Background: an optimization exercise with open tools, aiming at small area and a short achievable clock period. Do not read the settings as production practice.
No run shown here included a check of the RTL's function; only the layout flow was run.
Power and IR drop assume default switching activity.

==> design.v <==
`timescale 1ns / 1ps
module program_counter (
    input  wire        clk,
    input  wire        reset,
    input  wire [31:0] pc_next,
    output reg  [31:0] pc_current
);
always @(posedge clk or posedge reset) begin
    if (reset)
        pc_current <= 32'b0;
    else
        pc_current <= pc_next;
end
endmodule
`timescale 1ns / 1ps
module alu (
    input  wire [31:0] a,
    input  wire [31:0] rs2,
    input  wire [31:0] imm,
    input  wire        use_rs2,
    input  wire        sub,
    input  wire        shift_left,
    input  wire        shift_arith,
    output wire [31:0] sum,
    output wire [31:0] p,       
    output wire [31:0] g,       
    output wire [31:0] sh_r,    
    output wire        lt,
    output wire        ltu,
    output wire        cout,    
    output wire        eq       
);
wire [31:0] b_eff;
wire        b31;
wire [4:0]  shamt;
alu_operand operand (
    .rs2(rs2), .imm(imm), .use_rs2(use_rs2), .sub(sub),
    .b31(b31), .shamt(shamt), .b_eff(b_eff)
);
vec_xor pgen (.a(a), .b(b_eff), .y(p));
vec_and ggen (.a(a), .b(b_eff), .y(g));
wire [32:0] c;
prefix_carry carry (.g(g), .p(p), .cin(sub), .c(c));
vec_xor sgen (.a(p), .b(c[31:0]), .y(sum));
assign cout = c[32];
assign ltu = ~c[32];
assign lt  = (a[31] ^ b31) ? a[31] : ~c[32];
and_reduce32 eq_reduce (.a(p), .y(eq));
shifter sh (
    .a(a), .amount(shamt), .left(shift_left), .arith(shift_arith),
    .y(sh_r)
);
endmodule
module alu_operand (
    input  wire [31:0] rs2,
    input  wire [31:0] imm,
    input  wire        use_rs2,
    input  wire        sub,
    output wire        b31,
    output wire [4:0]  shamt,
    output wire [31:0] b_eff
);
wire [31:0] t;
alu_operand_t tgen (.imm(imm), .use_rs2(use_rs2), .sub(sub), .t(t));
and_xor32     mix  (.a(rs2), .en(use_rs2), .t(t), .y(b_eff));
assign b31   = use_rs2 ? rs2[31]  : imm[31];
assign shamt = use_rs2 ? rs2[4:0] : imm[4:0];
endmodule
module alu_operand_t (
    input  wire [31:0] imm,
    input  wire        use_rs2,
    input  wire        sub,
    output wire [31:0] t
);
wire [11:0] lo = use_rs2 ? {12{sub}} : (imm[11:0] ^ {12{sub}});
wire        hi = use_rs2 ? sub : (imm[11] ^ sub);
assign t = {{20{hi}}, lo};
endmodule
module and_xor32 (
    input  wire [31:0] a,
    input  wire        en,
    input  wire [31:0] t,
    output wire [31:0] y
);
assign y = (a & {32{en}}) ^ t;
endmodule
module vec_xor (
    input  wire [31:0] a,
    input  wire [31:0] b,
    output wire [31:0] y
);
assign y = a ^ b;
endmodule
module vec_and (
    input  wire [31:0] a,
    input  wire [31:0] b,
    output wire [31:0] y
);
assign y = a & b;
endmodule
module and_reduce32 (
    input  wire [31:0] a,
    output wire        y
);
assign y = &a;
endmodule
module prefix_carry (
    input  wire [31:0] g,
    input  wire [31:0] p,
    input  wire        cin,
    output wire [32:0] c
);
wire [31:0] gg [0:5];
wire [31:0] pp [0:5];
assign gg[0] = {g[31:1], g[0] | (p[0] & cin)};
assign pp[0] = p;
genvar l, i;
generate
    for (l = 1; l <= 5; l = l + 1) begin : lvl
        for (i = 0; i < 32; i = i + 1) begin : n
            if (i >= (1 << (l - 1))) begin
                assign gg[l][i] = gg[l-1][i] | (pp[l-1][i] & gg[l-1][i - (1 << (l - 1))]);
                assign pp[l][i] = pp[l-1][i] & pp[l-1][i - (1 << (l - 1))];
            end else begin
                assign gg[l][i] = gg[l-1][i];
                assign pp[l][i] = pp[l-1][i];
            end
        end
    end
endgenerate
assign c = {gg[5], cin};
endmodule
module shifter (
    input  wire [31:0] a,
    input  wire [4:0]  amount,
    input  wire        left,
    input  wire        arith,
    output wire [31:0] y
);
wire [31:0] a_rev;
genvar i;
generate
    for (i = 0; i < 32; i = i + 1) begin : rev
        assign a_rev[i] = a[31 - i];
    end
endgenerate
wire        fill = arith & a[31];
wire [31:0] s0 = left ? a_rev : a;
wire [34:0] e0 = {{3{fill}}, s0};
reg  [31:0] s1, s2;
integer k;
always @(*) begin
    for (k = 0; k < 32; k = k + 1)
        case (amount[1:0])
            2'd0:    s1[k] = e0[k];
            2'd1:    s1[k] = e0[k+1];
            2'd2:    s1[k] = e0[k+2];
            default: s1[k] = e0[k+3];
        endcase
end
wire [43:0] e1 = {{12{fill}}, s1};
always @(*) begin
    for (k = 0; k < 32; k = k + 1)
        case (amount[3:2])
            2'd0:    s2[k] = e1[k];
            2'd1:    s2[k] = e1[k+4];
            2'd2:    s2[k] = e1[k+8];
            default: s2[k] = e1[k+12];
        endcase
end
assign y = amount[4] ? {{16{fill}}, s2[31:16]} : s2;
endmodule
`timescale 1ns / 1ps
module branch_unit (
    input  wire [2:0]  funct3,
    input  wire        is_br,
    input  wire        is_jal,
    input  wire        eq,     
    input  wire        a31,    
    input  wire        b31,    
    output wire        taken1,
    output wire        taken0
);
wire sd = a31 ^ b31;
wire lt1 = sd & a31;
wire lt0 = ~sd | a31;
wire c_eq  = ~funct3[1] & (eq ^ funct3[0]);
wire c1 = funct3[2] ? ((funct3[1] ? 1'b0 : lt1) ^ funct3[0]) : c_eq;
wire c0 = funct3[2] ? ((funct3[1] ? 1'b1 : lt0) ^ funct3[0]) : c_eq;
assign taken1 = is_jal | (is_br & c1);
assign taken0 = is_jal | (is_br & c0);
endmodule
module pc_choice (
    input  wire is_jalr,
    input  wire cout,
    input  wire taken1,
    input  wire taken0,
    output wire take,
    output wire step
);
wire t1 = ~is_jalr & taken1;
wire t0 = ~is_jalr & taken0;
wire s1 = ~is_jalr & ~taken1;
wire s0 = ~is_jalr & ~taken0;
assign take = cout ? t1 : t0;
assign step = cout ? s1 : s0;
endmodule
module pc_select (
    input  wire        is_jalr,
    input  wire        take,
    input  wire        step,
    input  wire [31:0] sum,
    input  wire [31:0] pc_target,
    input  wire [31:0] pc_plus_4,
    output wire [31:0] pc_next
);
assign pc_next = ({32{is_jalr}} & {sum[31:1], 1'b0}) |
                 ({32{take}}    & pc_target)         |
                 ({32{step}}    & pc_plus_4);
endmodule
`timescale 1ns / 1ps
module immediate_generator (
    input  wire [31:0] instr,
    input  wire        is_jal,
    input  wire        is_auipc,
    output wire [31:0] imm_pc
);
wire [31:0] imm_b = {{20{instr[31]}}, instr[7], instr[30:25], instr[11:8], 1'b0};
wire [31:0] imm_j = {{12{instr[31]}}, instr[19:12], instr[20], instr[30:21], 1'b0};
wire [31:0] imm_u = {instr[31:12], 12'b0};
assign imm_pc = is_jal ? imm_j : (is_auipc ? imm_u : imm_b);
endmodule
`timescale 1ns / 1ps
module register_bank (
    input  wire        clk,
    input  wire        reset,
    input  wire        write_enable,
    input  wire [4:0]  rs1,
    input  wire [4:0]  rs2,
    input  wire [4:0]  rd,
    input  wire [31:0] write_data,
    output wire [31:0] rs1_data,
    output wire [31:0] rs2_data,
    input  wire [4:0]  debug_address,
    output wire [31:0] debug_data
);
reg  [31:0] pend_data;
reg  [4:0]  pend_rd;
reg         pend_valid;
always @(posedge clk) begin
    pend_data <= write_data;
    pend_rd   <= rd;
end
always @(posedge clk or posedge reset)
    if (reset)
        pend_valid <= 1'b0;
    else
        pend_valid <= write_enable;
reg  [31:0] data  [1:31];
reg  [31:1] valid;
wire [31:1] wsel;      
wire [31:1] nsel;      
wire [32*31-1:0] flat;
genvar g;
generate
    for (g = 1; g < 32; g = g + 1) begin : w
        assign wsel[g] = pend_valid & (pend_rd == g);
        assign nsel[g] = write_enable & (rd == g);
        always @(posedge clk)
            if (wsel[g])
                data[g] <= pend_data;
        always @(posedge clk or posedge reset)
            if (reset)
                valid[g] <= 1'b0;
            else if (wsel[g] | nsel[g])
                valid[g] <= ~nsel[g];
        assign flat[32*(g-1) +: 32] = data[g];
    end
endgenerate
read_port port1  (.address(rs1),           .valid(valid), .data(flat),
                  .pend_valid(pend_valid), .pend_rd(pend_rd), .pend_data(pend_data), .q(rs1_data));
read_port port2  (.address(rs2),           .valid(valid), .data(flat),
                  .pend_valid(pend_valid), .pend_rd(pend_rd), .pend_data(pend_data), .q(rs2_data));
read_port port_d (.address(debug_address), .valid(valid), .data(flat),
                  .pend_valid(pend_valid), .pend_rd(pend_rd), .pend_data(pend_data), .q(debug_data));
endmodule
module read_port (
    input  wire [4:0]        address,
    input  wire [31:1]       valid,
    input  wire [32*31-1:0]  data,
    input  wire              pend_valid,
    input  wire [4:0]        pend_rd,
    input  wire [31:0]       pend_data,
    output wire [31:0]       q
);
wire        hit = pend_valid & (address == pend_rd);
wire [31:1] sel;
genvar g, b;
generate
    for (g = 1; g < 32; g = g + 1) begin : dec
        assign sel[g] = valid[g] & (address == g);
    end
    for (b = 0; b < 32; b = b + 1) begin : bits
        wire [30:0] column;
        for (g = 1; g < 32; g = g + 1) begin : col
            assign column[g-1] = data[32*(g-1) + b];
        end
        onehot_mux31 m (.sel(sel), .d(column), .sel_x(hit), .d_x(pend_data[b]), .q(q[b]));
    end
endgenerate
endmodule
module onehot_mux31 (
    input  wire [30:0] sel,
    input  wire [30:0] d,
    input  wire        sel_x,     
    input  wire        d_x,
    output wire        q
);
wire [3:0] grp;
wire [1:0] n;
wire       nx;
onehot_or9 g0 (.sel(sel[8:0]),   .d(d[8:0]),   .q(grp[0]));
onehot_or9 g1 (.sel(sel[17:9]),  .d(d[17:9]),  .q(grp[1]));
onehot_or9 g2 (.sel(sel[26:18]), .d(d[26:18]), .q(grp[2]));
onehot_or4 g3 (.sel(sel[30:27]), .d(d[30:27]), .q(grp[3]));
nor2_cell  n0 (.a(grp[0]), .b(grp[1]), .y(n[0]));
nor2_cell  n1 (.a(grp[2]), .b(grp[3]), .y(n[1]));
nand2_cell x0 (.a(sel_x), .b(d_x), .y(nx));
nand3_cell n2 (.a(n[0]), .b(n[1]), .c(nx), .y(q));
endmodule
module onehot_or9 (
    input  wire [8:0] sel,
    input  wire [8:0] d,
    output wire       q
);
wire [2:0] n;
aoi222_cell a0 (.a1(sel[0]), .a2(d[0]), .b1(sel[1]), .b2(d[1]), .c1(sel[2]), .c2(d[2]), .y(n[0]));
aoi222_cell a1 (.a1(sel[3]), .a2(d[3]), .b1(sel[4]), .b2(d[4]), .c1(sel[5]), .c2(d[5]), .y(n[1]));
aoi222_cell a2 (.a1(sel[6]), .a2(d[6]), .b1(sel[7]), .b2(d[7]), .c1(sel[8]), .c2(d[8]), .y(n[2]));
nand3_cell  r  (.a(n[0]), .b(n[1]), .c(n[2]), .y(q));
endmodule
module onehot_or4 (
    input  wire [3:0] sel,
    input  wire [3:0] d,
    output wire       q
);
assign q = |(sel & d);
endmodule
module aoi222_cell (input wire a1, a2, b1, b2, c1, c2, output wire y);
assign y = ~((a1 & a2) | (b1 & b2) | (c1 & c2));
endmodule
module nor2_cell (input wire a, b, output wire y);
assign y = ~(a | b);
endmodule
module nand2_cell (input wire a, b, output wire y);
assign y = ~(a & b);
endmodule
module nand3_cell (input wire a, b, c, output wire y);
assign y = ~(a & b & c);
endmodule
`timescale 1ns / 1ps
module data_memory (
    input  wire        clk,
    input  wire        store,
    input  wire [2:0]  funct3,
    input  wire [31:0] base,
    input  wire [11:0] offset,
    input  wire [31:0] store_data,
    output wire [31:0] word,        
    output wire [31:0] word0,       
    output wire        in_range,    
    output wire [1:0]  addr_lo,     
    output wire        aligned      
);
wire [31:0] off = {{20{offset[11]}}, offset};
assign addr_lo = base[1:0] + off[1:0];
wire [1:0] size = funct3[1:0];
assign aligned = (size == 2'b00) |
               ((size == 2'b01) & ~addr_lo[0]) |
               ((size == 2'b10) & (addr_lo == 2'b00));
wire [31:0] hit;
genvar g;
dmem_decode decode (
    .base(base),
    .off(off),
    .hit(hit),
    .in_range(in_range)
);
wire [6:0] addr = {5'b0, addr_lo};
wire [3:0] lane_en;
assign lane_en[0] = (size == 2'b10) | ((size == 2'b01) & ~addr[1]) | ((size == 2'b00) & (addr[1:0] == 2'd0));
assign lane_en[1] = (size == 2'b10) | ((size == 2'b01) & ~addr[1]) | ((size == 2'b00) & (addr[1:0] == 2'd1));
assign lane_en[2] = (size == 2'b10) | ((size == 2'b01) &  addr[1]) | ((size == 2'b00) & (addr[1:0] == 2'd2));
assign lane_en[3] = (size == 2'b10) | ((size == 2'b01) &  addr[1]) | ((size == 2'b00) & (addr[1:0] == 2'd3));
wire [31:0] wdata;
assign wdata[7:0]   = store_data[7:0];
assign wdata[15:8]  = (size == 2'b00) ? store_data[7:0] : store_data[15:8];
assign wdata[23:16] = size[1] ? store_data[23:16] : store_data[7:0];
assign wdata[31:24] = size[1] ? store_data[31:24] : (size[0] ? store_data[15:8] : store_data[7:0]);
wire do_store = store & aligned;
wire [3:0] st_in  = {4{do_store &  in_range}} & lane_en;
wire [3:0] st_out = {4{do_store & ~in_range}} & lane_en;
reg [31:0] mem [0:31];
generate
    for (g = 0; g < 32; g = g + 1) begin : wr
        genvar l;
        for (l = 0; l < 4; l = l + 1) begin : lane
            wire we;
            if (g == 0)
                assign we = (hit[g] & st_in[l]) | st_out[l];
            else
                assign we = hit[g] & st_in[l];
            always @(posedge clk)
                if (we)
                    mem[g][8*l +: 8] <= wdata[8*l +: 8];
        end
    end
endgenerate
assign word0 = mem[0];
generate
    for (g = 0; g < 32; g = g + 1) begin : rd
        wire [31:0] column;
        genvar k;
        for (k = 0; k < 32; k = k + 1) begin : col
            assign column[k] = mem[k][g];
        end
        onehot_mux32 m (.sel(hit), .d(column), .q(word[g]));
    end
endgenerate
endmodule
module dmem_decode (
    input  wire [31:0] base,
    input  wire [31:0] off,
    output wire [31:0] hit,
    output wire        in_range
);
wire [31:0] p;
wire [6:0]  g;
wire [30:0] o;
vec_xor          pgen (.a(base), .b(off), .y(p));
vec_and7         ggen (.a(base[6:0]), .b(off[6:0]), .y(g));
vec_or31         ogen (.a(base[30:0]), .b(off[30:0]), .y(o));
dmem_match       match (.p(p), .g(g), .o(o), .hit(hit), .in_range(in_range));
endmodule
module vec_and7 (
    input  wire [6:0] a,
    input  wire [6:0] b,
    output wire [6:0] y
);
assign y = a & b;
endmodule
module vec_or31 (
    input  wire [30:0] a,
    input  wire [30:0] b,
    output wire [30:0] y
);
assign y = a | b;
endmodule
module dmem_match (
    input  wire [31:0] p,
    input  wire [6:0]  g,
    input  wire [30:0] o,
    output wire [31:0] hit,
    output wire        in_range
);
wire c2 = g[1] | (o[1] & g[0]);
wire c3 = g[2] | (o[2] & c2);
wire c4 = g[3] | (o[3] & c3);
wire c5 = g[4] | (o[4] & c4);
wire c6 = g[5] | (o[5] & c5);
wire c7 = g[6] | (o[6] & c6);
wire [31:7] z;
assign z[7] = ~(p[7] ^ c7);
genvar i;
generate
    for (i = 8; i < 32; i = i + 1) begin : hz
        assign z[i] = ~(p[i] ^ o[i-1]);
    end
endgenerate
assign in_range = &z;
wire [1:0] m2;
assign m2[1] = p[2] ^ c2;
assign m2[0] = ~m2[1];
wire [3:0] m3, m4, m5, m6;
assign m3[0] = ~(p[3] ^ o[2]);  assign m3[1] = ~(p[3] ^ g[2]);
assign m3[2] =  (p[3] ^ o[2]);  assign m3[3] =  (p[3] ^ g[2]);
assign m4[0] = ~(p[4] ^ o[3]);  assign m4[1] = ~(p[4] ^ g[3]);
assign m4[2] =  (p[4] ^ o[3]);  assign m4[3] =  (p[4] ^ g[3]);
assign m5[0] = ~(p[5] ^ o[4]);  assign m5[1] = ~(p[5] ^ g[4]);
assign m5[2] =  (p[5] ^ o[4]);  assign m5[3] =  (p[5] ^ g[4]);
assign m6[0] = ~(p[6] ^ o[5]);  assign m6[1] = ~(p[6] ^ g[5]);
assign m6[2] =  (p[6] ^ o[5]);  assign m6[3] =  (p[6] ^ g[5]);
genvar w;
generate
    for (w = 0; w < 32; w = w + 1) begin : sel
        assign hit[w] = m2[w & 1] & m3[(w >> 0) & 3] & m4[(w >> 1) & 3] &
                        m5[(w >> 2) & 3] & m6[(w >> 3) & 3];
    end
endgenerate
endmodule
module onehot_mux32 (
    input  wire [31:0] sel,
    input  wire [31:0] d,
    output wire        q
);
wire [3:0] grp;
wire [1:0] n;
onehot_or8 g0 (.sel(sel[7:0]),   .d(d[7:0]),   .q(grp[0]));
onehot_or8 g1 (.sel(sel[15:8]),  .d(d[15:8]),  .q(grp[1]));
onehot_or8 g2 (.sel(sel[23:16]), .d(d[23:16]), .q(grp[2]));
onehot_or8 g3 (.sel(sel[31:24]), .d(d[31:24]), .q(grp[3]));
nor2_cell  n0 (.a(grp[0]), .b(grp[1]), .y(n[0]));
nor2_cell  n1 (.a(grp[2]), .b(grp[3]), .y(n[1]));
nand2_cell n2 (.a(n[0]), .b(n[1]), .y(q));
endmodule
module onehot_or8 (
    input  wire [7:0] sel,
    input  wire [7:0] d,
    output wire       q
);
assign q = |(sel & d);
endmodule
`timescale 1ns / 1ps
module control_unit (
    input  wire [31:0] instr,
    output wire is_op,
    output wire is_opi,
    output wire is_load,
    output wire is_store,
    output wire is_br,
    output wire is_jal,
    output wire is_jalr,
    output wire is_lui,
    output wire is_auipc,
    output wire sel_sum,
    output wire sel_p,       
    output wire sel_g,       
    output wire sel_shr,     
    output wire sel_shl,     
    output wire sel_slt,
    output wire sel_sltu,
    output wire alu_sub,
    output wire use_rs2,
    output wire shift_left,
    output wire shift_arith,
    output wire reg_write
);
wire [6:0] opcode = instr[6:0];
wire [2:0] f3     = instr[14:12];
wire [6:0] f7     = instr[31:25];
assign is_op    = opcode == 7'b0110011;
assign is_opi   = opcode == 7'b0010011;
assign is_load  = opcode == 7'b0000011;
assign is_store = opcode == 7'b0100011;
assign is_br    = opcode == 7'b1100011;
assign is_jal   = opcode == 7'b1101111;
assign is_jalr  = opcode == 7'b1100111;
assign is_lui   = opcode == 7'b0110111;
assign is_auipc = opcode == 7'b0010111;
wire f7z = f7 == 7'b0000000;
wire f7s = f7 == 7'b0100000;
wire rz  = is_op & f7z;    
wire ri  = rz | is_opi;
wire op_sll  = ri & (f3 == 3'b001);
wire op_slt  = ri & (f3 == 3'b010);
wire op_sltu = ri & (f3 == 3'b011);
wire op_xor  = ri & (f3 == 3'b100);
wire op_srl  = (rz | (is_opi & ~instr[30])) & (f3 == 3'b101);
wire op_sra  = ((is_op & f7s) | (is_opi & instr[30])) & (f3 == 3'b101);
wire op_or   = ri & (f3 == 3'b110);
wire op_and  = ri & (f3 == 3'b111);
wire op_sub  = is_op & f7s & (f3 == 3'b000);
assign sel_sum  = (is_op | is_opi) &
                  ~(op_sll | op_slt | op_sltu | op_xor | op_srl | op_sra | op_or | op_and);
assign sel_p    = op_xor | op_or;
assign sel_g    = op_and | op_or;
assign sel_shr  = op_srl | op_sra;
assign sel_shl  = op_sll;
assign sel_slt  = op_slt;
assign sel_sltu = op_sltu;
assign alu_sub     = op_sub | op_slt | op_sltu | is_br;
assign use_rs2     = is_op | is_br;
assign shift_left  = op_sll;
assign shift_arith = op_sra;
assign reg_write = (is_op | is_opi | is_load | is_jal | is_jalr | is_lui | is_auipc)
                   & (instr[11:7] != 5'd0);
endmodule
`timescale 1ns / 1ps
module cpu_riscv (
    input  wire        clk,
    input  wire        reset,
    output wire [31:0] instr_addr,
    input  wire [31:0] instr_data,
    input  wire [4:0]  register_data_debug_address,
    output wire [31:0] register_data_debug
);
wire [31:0] instr = instr_data;
wire [31:0] pc;
wire [31:0] pc_next;
program_counter pc_reg (
    .clk(clk),
    .reset(reset),
    .pc_next(pc_next),
    .pc_current(pc)
);
assign instr_addr = pc;
wire is_op, is_opi, is_load, is_store, is_br, is_jal, is_jalr, is_lui, is_auipc;
wire sel_sum, sel_p, sel_g, sel_shr, sel_shl, sel_slt, sel_sltu;
wire alu_sub, use_rs2, shift_left, shift_arith;
wire reg_write;
control_unit ctrl (
    .instr(instr),
    .is_op(is_op), .is_opi(is_opi), .is_load(is_load), .is_store(is_store),
    .is_br(is_br), .is_jal(is_jal), .is_jalr(is_jalr), .is_lui(is_lui), .is_auipc(is_auipc),
    .sel_sum(sel_sum), .sel_p(sel_p), .sel_g(sel_g), .sel_shr(sel_shr), .sel_shl(sel_shl),
    .sel_slt(sel_slt), .sel_sltu(sel_sltu),
    .alu_sub(alu_sub), .use_rs2(use_rs2), .shift_left(shift_left), .shift_arith(shift_arith),
    .reg_write(reg_write)
);
wire [31:0] imm_i = {{20{instr[31]}}, instr[31:20]};
wire [31:0] imm_s = {{20{instr[31]}}, instr[31:25], instr[11:7]};
wire [31:0] imm_u = {instr[31:12], 12'b0};
wire [31:0] pc_imm;
immediate_generator imm_gen (
    .instr(instr),
    .is_jal(is_jal),
    .is_auipc(is_auipc),
    .imm_pc(pc_imm)
);
wire [31:0] rs1_data, rs2_data, wb_data;
register_bank regs (
    .clk(clk),
    .reset(reset),
    .write_enable(reg_write),
    .rs1(instr[19:15]),
    .rs2(instr[24:20]),
    .rd(instr[11:7]),
    .write_data(wb_data),
    .rs1_data(rs1_data),
    .rs2_data(rs2_data),
    .debug_address(register_data_debug_address),
    .debug_data(register_data_debug)
);
wire [31:0] alu_sum, alu_p, alu_g, alu_sh;
wire        alu_lt, alu_ltu, alu_cout, alu_eq;
alu alu_core (
    .a(rs1_data), .rs2(rs2_data), .imm(imm_i), .use_rs2(use_rs2), .sub(alu_sub),
    .shift_left(shift_left), .shift_arith(shift_arith),
    .sum(alu_sum), .p(alu_p), .g(alu_g), .sh_r(alu_sh),
    .lt(alu_lt), .ltu(alu_ltu), .cout(alu_cout), .eq(alu_eq)
);
wire taken1, taken0;
branch_unit brancher (
    .funct3(instr[14:12]),
    .is_br(is_br),
    .is_jal(is_jal),
    .eq(alu_eq),
    .a31(rs1_data[31]),
    .b31(rs2_data[31]),
    .taken1(taken1),
    .taken0(taken0)
);
wire [31:0] mem_word, mem_word0;
wire        mem_in_range;
wire [1:0]  mem_addr_lo;
wire        mem_aligned;
data_memory dmem (
    .clk(clk),
    .store(is_store),
    .funct3(instr[14:12]),
    .base(rs1_data),
    .offset(is_store ? imm_s[11:0] : imm_i[11:0]),
    .store_data(rs2_data),
    .word(mem_word),
    .word0(mem_word0),
    .in_range(mem_in_range),
    .addr_lo(mem_addr_lo),
    .aligned(mem_aligned)
);
wire [31:0] pc_plus_4 = {pc[31:2] + 30'd1, pc[1:0]};
wire [31:0] pc_target = pc + pc_imm;
wire pc_take, pc_step;
pc_choice pc_ch (
    .is_jalr(is_jalr), .cout(alu_cout), .taken1(taken1), .taken0(taken0),
    .take(pc_take), .step(pc_step)
);
pc_select pc_sel (
    .is_jalr(is_jalr), .take(pc_take), .step(pc_step), .sum(alu_sum),
    .pc_target(pc_target), .pc_plus_4(pc_plus_4),
    .pc_next(pc_next)
);
wire [10:0] lsel_in, lsel_out;
wire        e8, e16;
load_select lsel (
    .is_load(is_load), .funct3(instr[14:12]), .addr_lo(mem_addr_lo), .aligned(mem_aligned),
    .in_range(mem_in_range),
    .sel_in(lsel_in), .sel_out(lsel_out), .e8(e8), .e16(e16)
);
write_back wb (
    .sel_sum(sel_sum), .sel_p(sel_p), .sel_g(sel_g), .sel_shr(sel_shr), .sel_shl(sel_shl),
    .sel_slt(sel_slt), .sel_sltu(sel_sltu),
    .is_link(is_jal | is_jalr),
    .is_lui(is_lui),
    .is_auipc(is_auipc),
    .lsel_in(lsel_in), .lsel_out(lsel_out), .e8(e8), .e16(e16),
    .word(mem_word), .word0(mem_word0),
    .sum(alu_sum), .p(alu_p), .g(alu_g), .sh(alu_sh), .lt(alu_lt), .ltu(alu_ltu),
    .pc_plus_4(pc_plus_4),
    .imm_u(imm_u),
    .pc_target(pc_target),
    .wb_data(wb_data)
);
endmodule
module load_select (
    input  wire        is_load,
    input  wire [2:0]  funct3,
    input  wire [1:0]  addr_lo,
    input  wire        aligned,
    input  wire        in_range,
    output wire [10:0] sel_in,
    output wire [10:0] sel_out,
    output wire        e8,                   
    output wire        e16                   
);
wire ld   = is_load & aligned;     
wire sb   = funct3[1:0] == 2'b00;
wire sh16 = funct3[1:0] == 2'b01;
wire sw   = funct3[1:0] == 2'b10;
wire sx   = ~funct3[2];
wire [10:0] s;
assign s[0]  = ld & (addr_lo == 2'd0);
assign s[1]  = ld & (addr_lo == 2'd1);
assign s[2]  = ld & (addr_lo == 2'd2);
assign s[3]  = ld & (addr_lo == 2'd3);
assign s[4]  = ld & (sw | (sh16 & ~addr_lo[1]));
assign s[5]  = ld & sh16 & addr_lo[1];
assign s[6]  = ld & sw;
assign s[7]  = sb & (addr_lo == 2'd0);
assign s[8]  = (sb & (addr_lo == 2'd1)) | (sh16 & ~addr_lo[1]);
assign s[9]  = sb & (addr_lo == 2'd2);
assign s[10] = (sb & (addr_lo == 2'd3)) | (sh16 & addr_lo[1]);
assign sel_in  = s & {11{ in_range}};
assign sel_out = s & {11{~in_range}};
assign e8  = ld & sb & sx;
assign e16 = ld & (sb | sh16) & sx;
endmodule
module write_back (
    input  wire        sel_sum,
    input  wire        sel_p,
    input  wire        sel_g,
    input  wire        sel_shr,
    input  wire        sel_shl,
    input  wire        sel_slt,
    input  wire        sel_sltu,
    input  wire        is_link,
    input  wire        is_lui,
    input  wire        is_auipc,
    input  wire [10:0] lsel_in,
    input  wire [10:0] lsel_out,
    input  wire        e8,
    input  wire        e16,
    input  wire [31:0] word,
    input  wire [31:0] word0,
    input  wire [31:0] sum,
    input  wire [31:0] p,
    input  wire [31:0] g,
    input  wire [31:0] sh,
    input  wire        lt,
    input  wire        ltu,
    input  wire [31:0] pc_plus_4,
    input  wire [31:0] imm_u,
    input  wire [31:0] pc_target,
    output wire [31:0] wb_data
);
wire [31:0] sh_rev;
genvar i;
generate
    for (i = 0; i < 32; i = i + 1) begin : rev
        assign sh_rev[i] = sh[31 - i];
    end
endgenerate
wire [31:0] other =
    ({32{sel_sum}}  & sum)       |
    ({32{sel_p}}    & p)         |
    ({32{sel_g}}    & g)         |
    ({32{sel_shr}}  & sh)        |
    ({32{sel_shl}}  & sh_rev)    |
    {31'b0, (sel_slt & lt) | (sel_sltu & ltu)} |
    ({32{is_link}}  & pc_plus_4) |
    ({32{is_lui}}   & imm_u)     |
    ({32{is_auipc}} & pc_target);
wire [31:0] w = word;
wire [31:0] z = word0;
wire [10:0] a = lsel_in[10:0];
wire [10:0] b = lsel_out[10:0];
wire sign = (a[7] & w[7])  | (a[8] & w[15])  | (a[9] & w[23])  | (a[10] & w[31]) |
            (b[7] & z[7])  | (b[8] & z[15])  | (b[9] & z[23])  | (b[10] & z[31]);
assign wb_data[7:0]   = other[7:0] |
                        ({8{a[0]}} & w[7:0])   | ({8{a[1]}} & w[15:8]) |
                        ({8{a[2]}} & w[23:16]) | ({8{a[3]}} & w[31:24]) |
                        ({8{b[0]}} & z[7:0])   | ({8{b[1]}} & z[15:8]) |
                        ({8{b[2]}} & z[23:16]) | ({8{b[3]}} & z[31:24]);
assign wb_data[15:8]  = other[15:8] |
                        ({8{a[4]}} & w[15:8]) | ({8{a[5]}} & w[31:24]) |
                        ({8{b[4]}} & z[15:8]) | ({8{b[5]}} & z[31:24]) | {8{e8 & sign}};
assign wb_data[31:16] = other[31:16] |
                        ({16{a[6]}} & w[31:16]) | ({16{b[6]}} & z[31:16]) | {16{e16 & sign}};
endmodule
==> run.sh <==
#!/bin/bash
# synth_recipe.tcl (not shown) runs the flow's synth.tcl, then flattens the netlist and writes it again
# the make line also repeats each setting of config.mk as NAME=value (left out here)
make -C /OpenROAD-flow-scripts/flow DESIGN_CONFIG=/design/flow/config.mk WORK_HOME=/design/flow/orfs CLKGATE_MAP_FILE= SYNTH_SCRIPT=/design/flow/synth_recipe.tcl finish
==> config.mk <==
export PLATFORM = sky130hd
export DESIGN_NAME = cpu_riscv
export DESIGN_NICKNAME = cpu_riscv
export VERILOG_FILES = /design/flow/design.v
export SDC_FILE = /design/flow/constraint.sdc
export NUM_CORES = 8
export LEC_CHECK = 0
export CAP_MARGIN = 20
export CORE_MARGIN = 2
export CORE_UTILIZATION = 35
export CTS_BUF_LIST = sky130_fd_sc_hd__clkbuf_16
export CTS_CLUSTER_DIAMETER = 100
export CTS_CLUSTER_SIZE = 25
export PLACE_DENSITY = 0.62
export SETUP_SLACK_MARGIN = 5
export SLEW_MARGIN = 20
export SYNTH_HIERARCHICAL = 1
==> constraint.sdc <==
create_clock -name core_clock -period 13.0 [get_ports {clk}]
set_input_delay 2.6000 -clock core_clock [delete_from_list [all_inputs] [get_ports {clk}]]
set_output_delay 2.6000 -clock core_clock [all_outputs]
set_load 0.01 [all_outputs]
==> results.py, run 1 <==
metrics = {
    "power": {
        "power.sequential.fraction_pct": 56.6,
        "worst_ir_drop_vdd_uv": 119.2,
        "p_sw_share_pct": 28.69,
        "cell_internal_power_uw": 9607,
        "pwr-share-clk_pct": 27.8,
        "power_density_nw_per_um2": 120.2,
        "power_switching_uw": 3864,
        "combinationalPowerShare_pct": 15.6,
        "power_leakage_uw": 0.03853,
    },
    "min_path": {
        "hold_class": "reg2reg",
    },
    "critical_path": {
        "critical-path-max-stage-delay_ns": 0.49,
        "crit_type": "in2reg",
        "critical_path_peak_fanout": 36,
        "critical-path-slowest-cell": "sky130_fd_sc_hd__a222oi_1",
        "critical_path.endpoint_type": "flip-flop",
        "worstPathCellList": "clkdlybuf4s50_1, buf_6, nor2b_4, and2b_1, and3_1, buf_4, a222oi_1, nand3_2, nor2_4, nand3_1, buf_4, or2_1, a21oi_4, xor2_1, and2_1, nand2_2, nor2_2, buf_4, a22oi_1, nand4_1, nor2_1, nand2_1, a221oi_2, nand4_1",
        "crit_path_dat_ns": 9.01,
        "crit_top_cell": "sky130_fd_sc_hd__buf_4",
        "critical_path_required_ns": 13.74,
        "worst_path_dominant_cell_family": "simple AND/OR/NAND/NOR gates",
        "crit_path_start_kind": "input port",
        "timing.critical_path.buf_inv": 5,
    },
    "detailed_routing": {
        "vias_per_cell": 7.080,
        "detailroute.wirelength.met2_mm": 189.0,
        "initialDrtViolationCount": 20600,
        "route.layer.met1.wl_mm": 156.3,
        "routed-via-count": 78990,
        "postRouteAntennaNets": 0,
        "drt_drc_violations_left": 0,
        "dr.max_layer_used": "met5",
        "wire_per_inst_um": 39.20,
        "firstDrtPassIters": 17,
        "totalWireLength_mm": 437.3,
        "met3RoutedLength_mm": 58.14,
    },
    "floorplanning": {
        "core_area_um2": 276700,
        "die_width_um": 531.6,
        "die_height_um": 531.6,
        "rows": 193,
        "initial_utilization_pct": 35.20,
        "floorplan.io_pins": 103,
        "floorplan.die_area_um2": 282600,
    },
    "finish": {
        "nFillCells": 25590,
        "final-seq-area_um2": 62880,
        "flow.area_growth_from_synthesis_pct": 15.00,
        "final_common_cell": "sky130_fd_sc_hd__edfxtp_1",
        "mostFrequentLayoutCells": "sky130_fd_sc_hd__edfxtp_1 (2016), sky130_fd_sc_hd__a222oi_1 (895), sky130_fd_sc_hd__a22oi_1 (763)",
        "multi_input_comb_area_um2": 36020,
        "post_layout_nonfiller_instances": 11160,
        "layout_cells_sized_above_1_pct": 17.77,
        "layout.nets": 7455,
    },
    "clock_network": {
        "tritoncts": "yes",
        "clkSinkCount": 2117,
        "worst_setup_hold_path_clk_slew_ns": 0.11,
        "clkLatencyLatePin_ns": 0.88,
        "cts-hold-fix-buffers": 0,
        "cts_buffers": 101,
        "cts_buffer_depth": 3,
        "htree_num_levels": 3,
        "clk_root_buffer_cell": "sky130_fd_sc_hd__clkbuf_16",
    },
    "timing": {
        "timing.clock.skew_ns": 0.08059,
        "final.min_clock_period_ns": 8.270,
        "max-slew-margin-rel_pct": 21.48,
        "hold_violations": 0,
        "fin_setup_tns_ns": 0,
        "worst_slew_pin_slew_ns": 1.166,
        "grt_setup_unrepaired": "yes",
        "finalSetupViolations": 0,
        "timing.final.crit_share_pct": 63.62,
        "slew_viol_final": 0,
        "fmax_mhz": 120.9,
    },
    "global_route": {
        "initial_antenna_violation_count": 38,
        "first_pass_grt_wire_length_mm": 591.0,
        "grt-ovfl-total": 0,
        "via_count_of_the_first_global_routing_pass": 72700,
        "grt_max_degree": 129,
        "grt_use_total_pct": 29.28,
    },
    "outcome": {
        "outcome": "complete, no violations",
    },
    "place": {
        "placement.io_buffers": 102,
        "gp_routability_congestion": 1.046,
        "dp.cells": 10900,
        "post-dp-hpwl_mm": 281.9,
    },
    "synthesis": {
        "synth_warnings": 13,
        "post_synth_instance_area_um2": 97410,
        "synth_cells": 6830,
        "synth.avg_cell_area_um2": 14.26,
    },
    "flow_run": {
        "drv_cap": 0,
    },
}
==> flip-flops by register name, indices dropped and copies added, names as in the netlist <==
| name | cells |
|---|---|
| dmem.mem | 1024 |
| regs.pend_valid | 1 |
| regs.pend_data | 32 |
| pc_reg.pc_current | 32 |
| regs.data | 992 |
| regs.valid | 31 |
| regs.pend_rd | 5 |
==> worst reg2reg max path: cells and delay by family (launching register included) <==
kind,cells,cell delay [ns]
buffers and inverters,4,1.37
AOI/OAI and AO/OA,5,1.16
muxes,2,0.90
DFF,1,0.63
xor gates and xnor gates,1,0.13
and+or+nand+nor,7,1.81
==> final timing paths <==
path / depth (start not counted) / to / from / slack, ns
max: 24 / regs.pend_data[4]$_DFF_P_ / instr_data[17] / 4.73
min: 1 / regs.valid[25]$_DFFE_PP0P_ / regs.valid[25]$_DFFE_PP0P_ / 0.62
max reg2reg: 19 / regs.pend_data[31]$_DFF_P_ / regs.pend_rd[1]$_DFF_P_ / 6.88
min reg2reg: 1 / regs.valid[25]$_DFFE_PP0P_ / regs.valid[25]$_DFFE_PP0P_ / 0.62
max in group asynchronous: 3 / pc_reg.pc_current[30]$_DFF_PP0_ / reset / 10.07
min in group asynchronous: 3 / regs.valid[14]$_DFFE_PP0P_ / reset / 2.53
==> metrics by stage <==
stage               hold slack, ns  total power, uW  setup WS (ns)  utilization (%)  instance area [um2]
finish                      0.6179            13470          4.730            40.48               112000
global route                0.6092            13790          4.936            40.47               112000
CTS                         0.5872            13370          4.915            39.98               110700
detailed placement          0.5663             9684          2.200            38.16               105600
global placement            0.5749             9676          2.150            38.16               105600
floorplan                   0.4797             8752          5.192                -                97450
==> layout make-up <==
class                   instances  share of cell area [%]
multi-input cells            4493                   32.15
flip-flops and latches       2117                   56.13
well taps                    3705                   4.138
inverters                      63                  0.2178
repair inverters                1                0.004468
clock buffers                 101                   2.256
repair buffers                605                   4.555
diodes                         19                 0.04244
clock inverters                53                  0.5026
==> routing by layer <==
metal | GRT usage (%) | up-vias
met5 | 0.06748 | -
met4 | 17.82 | 6
met3 | 8.513 | 1423
met2 | 43.88 | 6813
met1 | 37.34 | 39690
li1 | - | 31060
==> repair_timing <==
item | 4_1_cts | 5_1_grt
pin swaps | 70 | 118
setup buffers | 32 | 43
resized for setup | 417 | 223
gates cloned | 7 | 3
endpoints found under the setup margin | 1120 | 1115
==> power groups by stage <==
stage          clock, uW  sequential [uW]  combinational (uW)
2_1_floorplan          0             7750                 997
3_3_place_gp           0             7780                1900
3_5_place_dp           0             7780                1910
4_1_cts             3770             7620                1970
5_1_grt             4000             7630                2150
6_report            3750             7630                2100
==> run 2: changes to the inputs <==
--- a/design.v
+++ b/design.v
@@ -15,9 +15,7 @@
 `timescale 1ns / 1ps
 module alu (
     input  wire [31:0] a,
-    input  wire [31:0] rs2,
-    input  wire [31:0] imm,
-    input  wire        use_rs2,
+    input  wire [31:0] b,       
     input  wire        sub,
     input  wire        shift_left,
     input  wire        shift_arith,
@@ -31,12 +29,7 @@
     output wire        eq       
 );
 wire [31:0] b_eff;
-wire        b31;
-wire [4:0]  shamt;
-alu_operand operand (
-    .rs2(rs2), .imm(imm), .use_rs2(use_rs2), .sub(sub),
-    .b31(b31), .shamt(shamt), .b_eff(b_eff)
-);
+vec_xor_bit binv (.a(b), .b(sub), .y(b_eff));
 vec_xor pgen (.a(a), .b(b_eff), .y(p));
 vec_and ggen (.a(a), .b(b_eff), .y(g));
 wire [32:0] c;
@@ -44,45 +37,19 @@
 vec_xor sgen (.a(p), .b(c[31:0]), .y(sum));
 assign cout = c[32];
 assign ltu = ~c[32];
-assign lt  = (a[31] ^ b31) ? a[31] : ~c[32];
+assign lt  = (a[31] ^ b[31]) ? a[31] : ~c[32];
 and_reduce32 eq_reduce (.a(p), .y(eq));
 shifter sh (
-    .a(a), .amount(shamt), .left(shift_left), .arith(shift_arith),
+    .a(a), .amount(b[4:0]), .left(shift_left), .arith(shift_arith),
     .y(sh_r)
 );
 endmodule
-module alu_operand (
-    input  wire [31:0] rs2,
-    input  wire [31:0] imm,
-    input  wire        use_rs2,
-    input  wire        sub,
-    output wire        b31,
-    output wire [4:0]  shamt,
-    output wire [31:0] b_eff
-);
-wire [31:0] t;
-alu_operand_t tgen (.imm(imm), .use_rs2(use_rs2), .sub(sub), .t(t));
-and_xor32     mix  (.a(rs2), .en(use_rs2), .t(t), .y(b_eff));
-assign b31   = use_rs2 ? rs2[31]  : imm[31];
-assign shamt = use_rs2 ? rs2[4:0] : imm[4:0];
-endmodule
-module alu_operand_t (
-    input  wire [31:0] imm,
-    input  wire        use_rs2,
-    input  wire        sub,
-    output wire [31:0] t
-);
-wire [11:0] lo = use_rs2 ? {12{sub}} : (imm[11:0] ^ {12{sub}});
-wire        hi = use_rs2 ? sub : (imm[11] ^ sub);
-assign t = {{20{hi}}, lo};
-endmodule
-module and_xor32 (
+module vec_xor_bit (
     input  wire [31:0] a,
-    input  wire        en,
-    input  wire [31:0] t,
+    input  wire        b,
     output wire [31:0] y
 );
-assign y = (a & {32{en}}) ^ t;
+assign y = a ^ {32{b}};
 endmodule
 module vec_xor (
     input  wire [31:0] a,
@@ -240,7 +207,9 @@
     input  wire [4:0]  rd,
     input  wire [31:0] write_data,
     output wire [31:0] rs1_data,
-    output wire [31:0] rs2_data,
+    output wire [31:0] rs2_data,       
+    input  wire        rs2_enable,
+    input  wire [31:0] alt_data,
     input  wire [4:0]  debug_address,
     output wire [31:0] debug_data
 );
@@ -279,8 +248,9 @@
 endgenerate
 read_port port1  (.address(rs1),           .valid(valid), .data(flat),
                   .pend_valid(pend_valid), .pend_rd(pend_rd), .pend_data(pend_data), .q(rs1_data));
-read_port port2  (.address(rs2),           .valid(valid), .data(flat),
-                  .pend_valid(pend_valid), .pend_rd(pend_rd), .pend_data(pend_data), .q(rs2_data));
+read_port_alt port2 (.address(rs2),        .valid(valid), .data(flat),
+                  .pend_valid(pend_valid), .pend_rd(pend_rd), .pend_data(pend_data),
+                  .enable(rs2_enable), .alt_data(alt_data), .q(rs2_data));
 read_port port_d (.address(debug_address), .valid(valid), .data(flat),
                   .pend_valid(pend_valid), .pend_rd(pend_rd), .pend_data(pend_data), .q(debug_data));
 endmodule
@@ -309,6 +279,35 @@
     end
 endgenerate
 endmodule
+module read_port_alt (
+    input  wire [4:0]        address,
+    input  wire [31:1]       valid,
+    input  wire [32*31-1:0]  data,
+    input  wire              pend_valid,
+    input  wire [4:0]        pend_rd,
+    input  wire [31:0]       pend_data,
+    input  wire              enable,
+    input  wire [31:0]       alt_data,
+    output wire [31:0]       q
+);
+wire        hit = enable & pend_valid & (address == pend_rd);
+wire        alt = ~enable;
+wire [31:1] sel;
+genvar g, b;
+generate
+    for (g = 1; g < 32; g = g + 1) begin : dec
+        assign sel[g] = valid[g] & (address == g);
+    end
+    for (b = 0; b < 32; b = b + 1) begin : bits
+        wire [30:0] column;
+        for (g = 1; g < 32; g = g + 1) begin : col
+            assign column[g-1] = data[32*(g-1) + b];
+        end
+        onehot_mux31_alt m (.sel(sel), .d(column), .enable(enable), .sel_x(hit), .d_x(pend_data[b]),
+                            .sel_y(alt), .d_y(alt_data[b]), .q(q[b]));
+    end
+endgenerate
+endmodule
 module onehot_mux31 (
     input  wire [30:0] sel,
     input  wire [30:0] d,
@@ -328,6 +327,29 @@
 nand2_cell x0 (.a(sel_x), .b(d_x), .y(nx));
 nand3_cell n2 (.a(n[0]), .b(n[1]), .c(nx), .y(q));
 endmodule
+module onehot_mux31_alt (
+    input  wire [30:0] sel,
+    input  wire [30:0] d,
+    input  wire        enable,    
+    input  wire        sel_x,     
+    input  wire        d_x,
+    input  wire        sel_y,
+    input  wire        d_y,
+    output wire        q
+);
+wire [3:0] grp;
+wire [1:0] n;
+wire       nx, ny;
+onehot_or9 g0 (.sel(sel[8:0]),   .d(d[8:0]),   .q(grp[0]));
+onehot_or9 g1 (.sel(sel[17:9]),  .d(d[17:9]),  .q(grp[1]));
+onehot_or9 g2 (.sel(sel[26:18]), .d(d[26:18]), .q(grp[2]));
+onehot_or4 g3 (.sel(sel[30:27]), .d(d[30:27]), .q(grp[3]));
+oai21_cell n0 (.a1(grp[0]), .a2(grp[1]), .b(enable), .y(n[0]));
+oai21_cell n1 (.a1(grp[2]), .a2(grp[3]), .b(enable), .y(n[1]));
+nand2_cell x0 (.a(sel_x), .b(d_x), .y(nx));
+nand2_cell y0 (.a(sel_y), .b(d_y), .y(ny));
+nand4_cell n2 (.a(n[0]), .b(n[1]), .c(nx), .d(ny), .y(q));
+endmodule
 module onehot_or9 (
     input  wire [8:0] sel,
     input  wire [8:0] d,
@@ -358,6 +380,12 @@
 module nand3_cell (input wire a, b, c, output wire y);
 assign y = ~(a & b & c);
 endmodule
+module nand4_cell (input wire a, b, c, d, output wire y);
+assign y = ~(a & b & c & d);
+endmodule
+module oai21_cell (input wire a1, a2, b, output wire y);
+assign y = ~((a1 | a2) & b);
+endmodule
 `timescale 1ns / 1ps
 module data_memory (
     input  wire        clk,
@@ -579,7 +607,7 @@
 assign sel_slt  = op_slt;
 assign sel_sltu = op_sltu;
 assign alu_sub     = op_sub | op_slt | op_sltu | is_br;
-assign use_rs2     = is_op | is_br;
+assign use_rs2     = is_op | is_br | is_store;
 assign shift_left  = op_sll;
 assign shift_arith = op_sra;
 assign reg_write = (is_op | is_opi | is_load | is_jal | is_jalr | is_lui | is_auipc)
@@ -638,13 +666,15 @@
     .write_data(wb_data),
     .rs1_data(rs1_data),
     .rs2_data(rs2_data),
+    .rs2_enable(use_rs2),
+    .alt_data(imm_i),
     .debug_address(register_data_debug_address),
     .debug_data(register_data_debug)
 );
 wire [31:0] alu_sum, alu_p, alu_g, alu_sh;
 wire        alu_lt, alu_ltu, alu_cout, alu_eq;
 alu alu_core (
-    .a(rs1_data), .rs2(rs2_data), .imm(imm_i), .use_rs2(use_rs2), .sub(alu_sub),
+    .a(rs1_data), .b(rs2_data), .sub(alu_sub),
     .shift_left(shift_left), .shift_arith(shift_arith),
     .sum(alu_sum), .p(alu_p), .g(alu_g), .sh_r(alu_sh),
     .lt(alu_lt), .ltu(alu_ltu), .cout(alu_cout), .eq(alu_eq)
==> results.py, run 2 <==
metrics = {
    "outcome": {
        "outcome": "complete, no violations",
    },
    "finish": {
        "final_cell_area_um2": 112200,
        "mostFrequentLayoutCells": "sky130_fd_sc_hd__edfxtp_1 (2016), sky130_fd_sc_hd__a222oi_1 (895), sky130_fd_sc_hd__a22oi_1 (760)",
        "multi_input_comb_area_um2": 36030,
        "layout.nets": 7453,
        "flow.area_growth_from_synthesis_pct": 15.63,
        "final-seq-area_um2": 62880,
        "layout_cells_sized_above_1_pct": 17.90,
        "regs_by_ff_count": "dmem.mem x1024, regs.data x992",
        "largest-register": "dmem.mem",
        "final_common_cell": "sky130_fd_sc_hd__edfxtp_1",
        "nFillCells": 25480,
        "largest_reg_flops": 1024,
    },
    "critical_path": {
        "crit_path_dat_ns": 9.01,
        "critical_path_peak_fanout": 32,
        "critical-path-slowest-cell": "sky130_fd_sc_hd__nor2_1",
        "worst_path_dominant_cell_family": "simple AND/OR/NAND/NOR gates",
        "worstPathCellList": "clkdlybuf4s50_1, buf_8, nor2b_4, and2b_1, and3_1, buf_4, a222oi_1, nand3_1, nor2_1, nand3_2, or2_1, xor2_1, nor4_1, nand4_1, nor4_4, buf_4, buf_4, nand2b_1, nor2_1, a22o_1, a221oi_2, and3_1, nand4_1",
        "crit_type": "in2reg",
        "critical_path_required_ns": 13.70,
        "crit_path_start_kind": "input port",
        "critical_path.endpoint_type": "flip-flop",
        "critical-path-max-stage-delay_ns": 0.54,
        "crit_top_cell": "sky130_fd_sc_hd__buf_4",
        "timing.critical_path.buf_inv": 5,
    },
    "timing": {
        "finalSetupViolations": 0,
        "final.min_clock_period_ns": 8.308,
        "hold_violations": 0,
        "grt_setup_unrepaired": "yes",
        "timing.clock.skew_ns": 0.08968,
        "max-slew-margin-rel_pct": 3.662,
        "fin_setup_tns_ns": 0,
        "slew_viol_final": 0,
        "fmax_mhz": 120.4,
        "timing.final.crit_share_pct": 63.91,
        "worst_slew_pin_slew_ns": 1.432,
    },
    "synthesis": {
        "synth_cells": 6782,
        "synth.avg_cell_area_um2": 14.31,
        "post_synth_instance_area_um2": 97040,
        "synth_warnings": 13,
    },
    "detailed_routing": {
        "postRouteAntennaNets": 0,
        "totalWireLength_mm": 426.1,
        "wire_per_inst_um": 38.23,
        "drt_drc_violations_left": 0,
        "firstDrtPassIters": 23,
        "vias_per_cell": 7.119,
        "routed-via-count": 79360,
        "initialDrtViolationCount": 21340,
    },
    "floorplanning": {
        "floorplan.die_area_um2": 281500,
        "core_area_um2": 276300,
        "die_width_um": 530.6,
        "rows": 193,
        "floorplan.io_pins": 103,
        "die_height_um": 530.6,
        "initial_utilization_pct": 35.13,
    },
    "global_route": {
        "initial_antenna_violation_count": 21,
        "grt_max_degree": 129,
        "first_pass_grt_wire_length_mm": 578.0,
        "via_count_of_the_first_global_routing_pass": 72240,
        "grt_use_total_pct": 28.79,
        "grt-ovfl-total": 0,
    },
    "clock_network": {
        "cts_buffer_depth": 3,
        "clk_root_buffer_cell": "sky130_fd_sc_hd__clkbuf_16",
        "tritoncts": "yes",
        "cts_buffers": 99,
        "clkLatencyLatePin_ns": 0.86,
        "htree_num_levels": 3,
        "clkSinkCount": 2117,
        "worst_setup_hold_path_clk_slew_ns": 0.10,
        "cts-hold-fix-buffers": 0,
    },
    "place": {
        "post-dp-hpwl_mm": 266.8,
        "gp_routability_congestion": 1.052,
        "placement.cell_area_um2": 105300,
        "placement.io_buffers": 102,
    },
    "power": {
        "power_leakage_uw": 0.03766,
        "power.sequential.fraction_pct": 56.8,
        "combinationalPowerShare_pct": 16.0,
        "worst_ir_drop_vdd_uv": 109.7,
        "power.total_uw": 13490,
        "power_density_nw_per_um2": 120.3,
        "p_sw_share_pct": 28.74,
        "power_switching_uw": 3878,
        "pwr-share-clk_pct": 27.2,
        "cell_internal_power_uw": 9615,
    },
    "flow_run": {
        "drv_cap": 0,
    },
    "min_path": {
        "hold_class": "reg2reg",
    },
}
## run 2: changes by cell type in the layout (fill, tap and decap cells not counted), sizes merged, moves of 28 or more
cell   previous run  this run
o21ai            69       134
nand4           193       225
nand3           429       395
nor2            412       351
xnor2           102        62
xor2            150       178
## run 2: path summary, 6_finish.rpt
kind                                            start                          to  slack [ns]  cells after the start
setup / recovery                       instr_data[15]   regs.pend_data[0]$_DFF_P_        4.69                     23
hold / removal             regs.valid[27]$_DFFE_PP0P_  regs.valid[27]$_DFFE_PP0P_        0.56                      1
setup reg to reg              regs.pend_rd[1]$_DFF_P_   regs.pend_data[0]$_DFF_P_        6.88                     20
hold reg to reg            regs.valid[27]$_DFFE_PP0P_  regs.valid[27]$_DFFE_PP0P_        0.56                      1
max in group asynchronous                       reset   regs.pend_valid$_DFF_PP0_       10.00                      3
min in group asynchronous                       reset  regs.valid[26]$_DFFE_PP0P_        2.61                      3
## run 2: power groups by stage
stage	registers (uW)	logic, uW	clock network, uW
floorplan	7780	1010	0
global placement	7810	1950	0
detailed placement	7810	1960	0
CTS	7650	2040	3680
global route	7660	2230	3920
finish	7660	2170	3670
## run 2: layout make-up
cell class                      count  share of cell area, %
Clock buffer                       99                  2.208
Tap cell                         3705                  4.131
Inverter                           68                 0.2420
Antenna cell                       13                0.02899
Sequential cell                  2117                  56.04
Clock inverter                     52                 0.4159
Multi-Input combinational cell   4456                  32.11
Timing Repair inverter              3                0.01784
Timing Repair Buffer              635                  4.802
## run 2: what timing repair did
| item | in CTS | in global routing |
|---|---|---|
| setup endpoints to repair | 1120 | 1118 |
| pin swaps | 63 | 135 |
| resized for setup | 411 | 250 |
| buffers inserted | 53 | 51 |
| gates cloned | 9 | 4 |
## run 2: per-stage QoR
stage / hold WS [ns] / utilization [%] / setup slack (ns) / cells
after floorplan: 0.4797 / - / 4.667 / 6793
after global placement: 0.5133 / 38.13 / 2.540 / 10870
after detailed placement: 0.5226 / 38.13 / 2.547 / 10870
after CTS: 0.5432 / 40.01 / 4.961 / 11080
after global routing: 0.5591 / 40.60 / 4.857 / 11140
final: 0.5614 / 40.62 / 4.692 / 11150
## run 2: per-layer routing
layer / up-vias / GRT usage (%) / share of wire (%)
li1: 31090 / - / -
met1: 39530 / 37.22 / 35
met2: 7294 / 42.16 / 42
met3: 1430 / 9.426 / 15
met4: 12 / 16.66 / 7.7
met5: - / 0.08547 / 0.018

-- re-timing with driven ports --
The results above use ideal ports. As a check the final layouts listed here were re-extracted and re-timed, cells and wires unchanged.
Step 1 assumes that a clkbuf_16 drives the clock port and a buf_2 every other input.
Step 2 moves the port delays by t, midway between the first and last clock arrival at a register: inputs arrive t later, outputs are due t later. That takes back most of the time a late clock gives input paths.
Slacks: ideal ports / drivers / drivers and shift; pairs: ideal ports / drivers.
run | shift t [ns] | setup slack, ns | worst slew at a driven data input, ns
run 1 | 0.925 | 4.730 / 4.765 / 3.869 | 0.29
run 2 | 0.915 | 4.692 / 4.769 / 3.853 | 0.14
After both steps every run listed still meets setup and hold. For run 1, which loses most, drivers alone change the setup slack by +0.035 ns; drivers and shift together by -0.861 ns.
